Context: an optimization exercise on an open-source flow, tuned for a short achievable clock period and few clock cycles. The choices shown serve that exercise and are no tape-out recipe.
At most, simulation tests tie the RTL to the original design; equivalence was not proved.
Power is estimated from default activity; no workload was simulated.

==> try-raven <==
==> flow/design.v (excerpt) <==
module cpu (
    input clk,
    input rst,
    output logic [31:0] i_addr,
    input  logic [31:0] i_rdata,
    output logic        i_read,
    input  logic        i_resp,
    output logic [31:0] d_addr,
    input  logic [31:0] d_rdata,
    output logic [31:0] d_wdata,
    output logic [3:0]  d_byte_enable,
    output logic        d_read,
    output logic        d_write,
    input  logic        d_resp
);
Settings: LEC_CHECK=0, ABC_CLOCK_PERIOD_IN_PS=2500, CAP_MARGIN=20, CORE_MARGIN=2, CORE_UTILIZATION=40, GPL_TIMING_DRIVEN=1, PLACE_DENSITY=0.6, SETUP_SLACK_MARGIN=5, SLEW_MARGIN=20, TNS_END_PERCENT=100; clock period 9.0 ns.
run.sh (not shown) runs the stock make flow with config.mk's settings and CLKGATE_MAP_FILE= SYNTH_SCRIPT=/design/flow/synth_recipe.tcl, a recipe that flattens the netlist after the stock synthesis.
==> try-delta: changes against try-raven <==
--- a/flow/design.v
+++ b/flow/design.v
@@ -257,11 +257,11 @@
 wire        lt  = ($signed(opa) < $signed(opb));
 wire [4:0]  shamt = opb[4:0];
 logic [31:0] sh_in, sh_out, sh_rev;
 always_comb begin
     for (int i = 0; i < 32; i++) sh_in[i] = idex_sh_r ? opa[i] : opa[31 - i];
-    sh_rev = $signed({idex_sh_a & sh_in[31], sh_in}) >>> shamt;
+    sh_rev = $unsigned($signed({idex_sh_a & sh_in[31], sh_in}) >>> shamt);
     for (int i = 0; i < 32; i++) sh_out[i] = idex_sh_r ? sh_rev[i] : sh_rev[31 - i];
 end
 always_comb begin
     res = ({32{idex_s_sum}} & sum)
         | ({32{idex_s_sh}}  & sh_out)
==> flow/flow/run.sh (new file) <==
#!/bin/bash
set -o pipefail
cp standard.sh standard.sh.txt
export SETUP_SLACK_MARGIN=6
bash standard.sh > standard.log 2>&1
==> flow/standard.sh (new file) <==
#!/bin/bash
# synth_recipe.tcl (not shown) runs the flow's synth.tcl, then flattens the netlist and writes it again
# the make line also repeats each setting of config.mk as NAME=value (left out here)
make -C /OpenROAD-flow-scripts/flow DESIGN_CONFIG=/design/flow/config.mk WORK_HOME=/design/flow/orfs CLKGATE_MAP_FILE= SYNTH_SCRIPT=/design/flow/synth_recipe.tcl "${@:-finish}"
Settings changed: SETUP_SLACK_MARGIN 5 to not set.
removed: flow/run.sh
==> try-indigo: changes against try-raven <==
--- a/flow/design.v
+++ b/flow/design.v
@@ -23,19 +23,25 @@
 logic        ifid_v;
 logic [31:0] ifid_ir;
 logic [31:0] ifid_pc;
 logic        ifid_pt;              
 logic [29:0] ifid_ptgt;            
+logic [31:0] ifid_pc4;             
+logic [18:0] ifid_hb_inc, ifid_hb_dec;    
+logic [10:0] ifid_hj_inc, ifid_hj_dec;    
 logic        idex_v;
 logic [31:0] idex_a, idex_b, idex_sd, idex_alt, idex_tgt, idex_jd0, idex_jd1;
+logic [31:0] idex_an;              
+logic [31:0] idex_bx;              
+logic [4:0]  idex_shn;             
 logic [29:0] idex_pc;
 logic [4:0]  idex_rd;
 logic        idex_ld, idex_st, idex_br, idex_jal, idex_jalr, idex_pred, idex_pt;
 logic [2:0]  idex_f3;
 logic        idex_t_eq, idex_t_ne, idex_t_lt, idex_t_ge, idex_t_ltu, idex_t_geu;
-logic        idex_sub, idex_s_sum, idex_s_sh, idex_s_xor, idex_s_or, idex_s_and,
-             idex_s_slt, idex_s_sltu, idex_s_link, idex_sh_r, idex_sh_a;
+logic        idex_sub, idex_s_sum, idex_s_sll, idex_s_srx, idex_s_xor, idex_s_or, idex_s_and,
+             idex_s_slt, idex_s_sltu, idex_s_link, idex_sh_a;
 logic [31:0] exmem_res;
 logic [31:0] exmem_wdata;
 logic [3:0]  exmem_be;
 logic [4:0]  exmem_rd;
 logic        exmem_ld, exmem_st;
@@ -57,21 +63,22 @@
 assign i_read = 1'b1;
 wire [BI-1:0] f_idx = pc[BI+1:2];
 wire          f_hit = btb_v[f_idx] && (btb_tag[f_idx] == pc[31:BI+2]);
 wire [29:0]   f_tgt = btb_tgt[f_idx];
 logic [31:0] pc_next;
+wire  [31:0] pc_seq = pc + 32'd4;
 always_comb begin
     if (rst)
         pc_next = 32'h00000060;
     else if (id_redir)
         pc_next = id_target;
     else if (stall_lu || !i_resp)
         pc_next = pc;
     else if (f_hit)
         pc_next = {f_tgt, 2'b00};
     else
-        pc_next = pc + 32'd4;
+        pc_next = pc_seq;
 end
 always_ff @(posedge clk) begin
     if (!freeze || rst)
         pc <= ex_redir ? ex_target : pc_next;
 end
@@ -89,10 +96,15 @@
     if (!freeze && !stall_lu) begin
         ifid_ir   <= i_rdata;
         ifid_pc   <= pc;
         ifid_pt   <= f_hit;
         ifid_ptgt <= f_tgt;
+        ifid_pc4  <= pc_seq;
+        ifid_hb_inc <= pc[31:13] + 19'd1;
+        ifid_hb_dec <= pc[31:13] - 19'd1;
+        ifid_hj_inc <= pc[31:21] + 11'd1;
+        ifid_hj_dec <= pc[31:21] - 11'd1;
     end
 end
 wire [4:0] op  = ifid_ir[6:2];
 wire [4:0] rd  = ifid_ir[11:7];
 wire [2:0] f3  = ifid_ir[14:12];
@@ -139,28 +151,48 @@
 wire f1_ex  = m1_ex;
 wire f1_ld  = !m1_ex && m1_mem && exmem_ld;
 wire f2_ex  = m2_ex;
 wire f2_ld  = !m2_ex && m2_mem && exmem_ld;
 assign stall_lu = ifid_v && idex_ld && ((use_rs1 && m1_ex) || (use_rs2 && m2_ex));
-wire [31:0] pc_plus4 = ifid_pc + 32'd4;
-wire [31:0] pc_imm   = ifid_pc + (ifid_ir[3] ? imm_j : imm_b);   
+wire [31:0] pc_plus4 = ifid_pc4;
+wire [13:0] br_lo = {1'b0, ifid_pc[12:0]} + {1'b0, imm_b[12:0]};
+wire [21:0] jl_lo = {1'b0, ifid_pc[20:0]} + {1'b0, imm_j[20:0]};
+logic [18:0] br_hi;
+logic [10:0] jl_hi;
+always_comb begin
+    case ({imm_b[31], br_lo[13]})
+        2'b01:   br_hi = ifid_hb_inc;
+        2'b10:   br_hi = ifid_hb_dec;
+        default: br_hi = ifid_pc[31:13];
+    endcase
+    case ({imm_j[31], jl_lo[21]})
+        2'b01:   jl_hi = ifid_hj_inc;
+        2'b10:   jl_hi = ifid_hj_dec;
+        default: jl_hi = ifid_pc[31:21];
+    endcase
+end
+wire [31:0] pc_br  = {br_hi, br_lo[12:0]};
+wire [31:0] pc_jal = {jl_hi, jl_lo[20:0]};
+wire [31:0] pc_imm = ifid_ir[3] ? pc_jal : pc_br;   
 wire        pred_tk  = is_br && (ifid_pt || ifid_ir[31]);
 assign id_redir  = ifid_v && !stall_lu && !ifid_pt && (is_jal || (is_br && ifid_ir[31]));
 assign id_target = pc_imm;
+wire [12:0] imm_i_m1 = {imm_i[11], imm_i[11:0]} - 13'd1;
 wire [31:0] jd0 = {ifid_ptgt, 2'b00} - imm_i;
-logic sub, s_sum, s_sh, s_xor, s_or, s_and, s_slt, s_sltu, s_link, sh_r, sh_a;
+wire [31:0] jd1 = {ifid_ptgt, 2'b00} - {{19{imm_i_m1[12]}}, imm_i_m1};
+logic sub, s_sum, s_sll, s_srx, s_xor, s_or, s_and, s_slt, s_sltu, s_link, sh_a;
 always_comb begin
-    sub = 1'b0; s_sum = 1'b0; s_sh = 1'b0; s_xor = 1'b0; s_or = 1'b0; s_and = 1'b0;
-    s_slt = 1'b0; s_sltu = 1'b0; s_link = 1'b0; sh_r = 1'b0; sh_a = 1'b0;
+    sub = 1'b0; s_sum = 1'b0; s_sll = 1'b0; s_srx = 1'b0; s_xor = 1'b0; s_or = 1'b0; s_and = 1'b0;
+    s_slt = 1'b0; s_sltu = 1'b0; s_link = 1'b0; sh_a = 1'b0;
     if (is_alu) begin
         case (f3)
             3'b000: begin s_sum = 1'b1; sub = is_opreg & f7b5; end
-            3'b001: begin s_sh = 1'b1; end
+            3'b001: begin s_sll = 1'b1; end
             3'b010: begin s_slt = 1'b1; end
             3'b011: begin s_sltu = 1'b1; end
             3'b100: begin s_xor = 1'b1; end
-            3'b101: begin s_sh = 1'b1; sh_r = 1'b1; sh_a = f7b5; end
+            3'b101: begin s_srx = 1'b1; sh_a = f7b5; end
             3'b110: begin s_or = 1'b1; end
             default: begin s_and = 1'b1; end
         endcase
     end else if (is_jal || is_jalr) begin
         s_link = 1'b1;
@@ -214,19 +246,24 @@
             idex_jal <= is_jal;
             idex_jalr <= is_jalr;
         end
     end
 end
+wire [31:0] a_fwd = sa_ex ? res : (sa_ld ? ld_data : a_val);
+wire [31:0] b_fwd = sb_ex ? res : (sb_ld ? ld_data : b_val);
 always_ff @(posedge clk) begin
     if (!freeze) begin
-        idex_a   <= sa_ex ? res : (sa_ld ? ld_data : a_val);
-        idex_b   <= sb_ex ? res : (sb_ld ? ld_data : b_val);
+        idex_a   <= a_fwd;
+        idex_an  <= ~a_fwd;
+        idex_b   <= b_fwd;
+        idex_bx  <= b_fwd ^ {32{sub}};
+        idex_shn <= ~b_fwd[4:0];
         idex_sd  <= ss_ex ? res : (ss_ld ? ld_data : sd_val);
         idex_alt <= pred_tk ? pc_plus4 : pc_imm;   
         idex_tgt <= pc_imm;
         idex_jd0 <= jd0;
-        idex_jd1 <= jd0 + 32'd1;
+        idex_jd1 <= jd1;
         idex_pc  <= ifid_pc[31:2];
         idex_pred <= pred_tk;
         idex_pt  <= ifid_pt;
         idex_f3  <= f3;
         idex_t_eq  <= (f3 == 3'b000);
@@ -235,47 +272,61 @@
         idex_t_ge  <= (f3 == 3'b101);
         idex_t_ltu <= (f3 == 3'b110);
         idex_t_geu <= (f3 == 3'b111);
         idex_sub <= sub;
         idex_s_sum <= s_sum;
-        idex_s_sh <= s_sh;
+        idex_s_sll <= s_sll;
+        idex_s_srx <= s_srx;
         idex_s_xor <= s_xor;
         idex_s_or <= s_or;
         idex_s_and <= s_and;
         idex_s_slt <= s_slt;
         idex_s_sltu <= s_sltu;
         idex_s_link <= s_link;
-        idex_sh_r <= sh_r;
         idex_sh_a <= sh_a;
     end
 end
 wire [31:0] opa = idex_a;
 wire [31:0] opb = idex_b;
 wire [31:0] sdv = idex_sd;
-wire [31:0] sum = idex_sub ? (opa - opb) : (opa + opb);
-wire        eq  = (opa == opb);
-wire        ltu = (opa < opb);
-wire        lt  = ($signed(opa) < $signed(opb));
-wire [4:0]  shamt = opb[4:0];
-logic [31:0] sh_in, sh_out, sh_rev;
+wire [32:0] sum33 = {opa, 1'b1} + {idex_bx, idex_sub};
+wire [31:0] sum   = sum33[32:1];
+logic eq, ltu, lt;
 always_comb begin
-    for (int i = 0; i < 32; i++) sh_in[i] = idex_sh_r ? opa[i] : opa[31 - i];
-    sh_rev = $signed({idex_sh_a & sh_in[31], sh_in}) >>> shamt;
-    for (int i = 0; i < 32; i++) sh_out[i] = idex_sh_r ? sh_rev[i] : sh_rev[31 - i];
-end
+    logic [31:0] l, e, ln, en;
+    for (int i = 0; i < 32; i++) begin
+        l[i] = idex_an[i] & opb[i];
+        e[i] = idex_an[i] ^ opb[i];
+    end
+    for (int d = 1; d < 32; d = d * 2) begin
+        ln = l; en = e;
+        for (int i = 0; i + d < 32; i += 2 * d) begin
+            ln[i] = l[i + d] | (e[i + d] & l[i]);
+            en[i] = e[i + d] & e[i];
+        end
+        l = ln; e = en;
+    end
+    eq  = e[0];
+    ltu = l[0];
+    lt  = (idex_an[31] ^ opb[31]) ? l[0] : ~idex_an[31];
+end
+wire [4:0]  shamt = ~idex_shn;
+wire [31:0] sh_l  = opa << shamt;
+wire [31:0] sh_r  = $unsigned($signed({idex_sh_a & opa[31], opa}) >>> shamt);
 always_comb begin
     res = ({32{idex_s_sum}} & sum)
-        | ({32{idex_s_sh}}  & sh_out)
+        | ({32{idex_s_sll}} & sh_l)
+        | ({32{idex_s_srx}} & sh_r)
         | ({32{idex_s_xor}} & (opa ^ opb))
         | ({32{idex_s_or}}  & (opa | opb))
         | ({32{idex_s_and}} & (opa & opb))
         | ({32{idex_s_link}} & idex_sd);
     res[0] = res[0] | (idex_s_slt & lt) | (idex_s_sltu & ltu);
 end
 wire taken = (idex_t_eq & eq) | (idex_t_ne & ~eq) | (idex_t_lt & lt) | (idex_t_ge & ~lt)
            | (idex_t_ltu & ltu) | (idex_t_geu & ~ltu);
-wire jalr_ok = idex_pt && ((opa == idex_jd0) || (opa == idex_jd1));
+wire jalr_ok = idex_pt && ((~idex_an == idex_jd0) || (~idex_an == idex_jd1));
 assign ex_redir  = idex_br ? (taken != idex_pred) : (idex_jalr && !jalr_ok);
 assign ex_target = idex_jalr ? {sum[31:1], 1'b0} : idex_alt;
 always_ff @(posedge clk) begin
     if (rst) begin
         bw_en <= 1'b0;
==> try-fjord: changes against try-raven <==
--- a/flow/design.v
+++ b/flow/design.v
@@ -257,11 +257,11 @@
 wire        lt  = ($signed(opa) < $signed(opb));
 wire [4:0]  shamt = opb[4:0];
 logic [31:0] sh_in, sh_out, sh_rev;
 always_comb begin
     for (int i = 0; i < 32; i++) sh_in[i] = idex_sh_r ? opa[i] : opa[31 - i];
-    sh_rev = $signed({idex_sh_a & sh_in[31], sh_in}) >>> shamt;
+    sh_rev = $unsigned($signed({idex_sh_a & sh_in[31], sh_in}) >>> shamt);
     for (int i = 0; i < 32; i++) sh_out[i] = idex_sh_r ? sh_rev[i] : sh_rev[31 - i];
 end
 always_comb begin
     res = ({32{idex_s_sum}} & sum)
         | ({32{idex_s_sh}}  & sh_out)
==> impl_metrics.csv <==
group,metric,value,unit
cts,cts-resized-gates,1732,
power,pwr.group.clock,11.5,mW
power,finalPower,36.29,mW
power,p_leak,57.81,nW
grt,grt_start_max_net_pins,83,
outcome,result_of_the_run,"no timing/DRC/antenna violations",
-- figures above: try-delta

==> impl_metrics.csv <==
group,metric,value,unit
outcome,result_of_the_run,"no timing/DRC/antenna violations",
power,p_leak,56.52,nW
power,pwr.group.clock,12.2,mW
power,finalPower,36.28,mW
cts,cts-resized-gates,374,
-- figures above: try-indigo

==> impl_metrics.csv <==
group,metric,value,unit
power,finalPower,35.44,mW
power,p_leak,53.52,nW
cts,cts-resized-gates,476,
grt,grt_start_max_net_pins,146,
outcome,result_of_the_run,"no timing/DRC/antenna violations",
-- figures above: try-fjord

==> impl_metrics.csv <==
group,metric,value,unit
cts,cts-resized-gates,476,
power,finalPower,35.44,mW
layout,layout.non_clock_inverters,200,
power,p_leak,53.52,nW
grt,grt_start_max_net_pins,146,
power,pwr.group.clock,12.1,mW
outcome,result_of_the_run,"no timing/DRC/antenna violations",
-- figures above: try-raven

Testbench counts of try-raven, summed over its fixed seeds: cycles 101,834.
The RTL of try-delta, try-indigo and try-fjord was laid out without a check of its function.

==> afterwards: timing with drivers on the ports <==
Ports are ideal in the flow. The routed layouts listed here were re-timed in OpenROAD.
Step 1 sets driving cells, clkbuf_16 on the clock port and buf_2 on the other inputs (assumed; they add their load-dependent delay and slew).
Step 2 also shifts input and output timing later by t, the mid clock arrival at the registers, as if the neighbouring blocks saw the same clock.
a / b / c = ideal / step 1 / step 2; a / b = the first two.
| run | t, ns | slack for setup (ns) | hold slack, ns | worst slew at a driven data input, ns |
|---|---|---|---|---|
| try-raven | 0.995 | 4.753 / 4.753 / 3.982 | 0.420 / 0.420 / 0.420 | 0.22 |
| try-delta | 0.984 | 4.802 / 4.802 / 4.500 | 0.420 / 0.420 / 0.420 | 0.21 |
| try-indigo | 1.000 | 4.657 / 4.657 / 4.074 | 0.378 / 0.378 / 0.378 | 0.17 |
| try-fjord | 0.995 | 4.753 / 4.753 / 3.982 | 0.420 / 0.420 / 0.420 | 0.22 |
After both steps setup and hold are still met in every run listed.
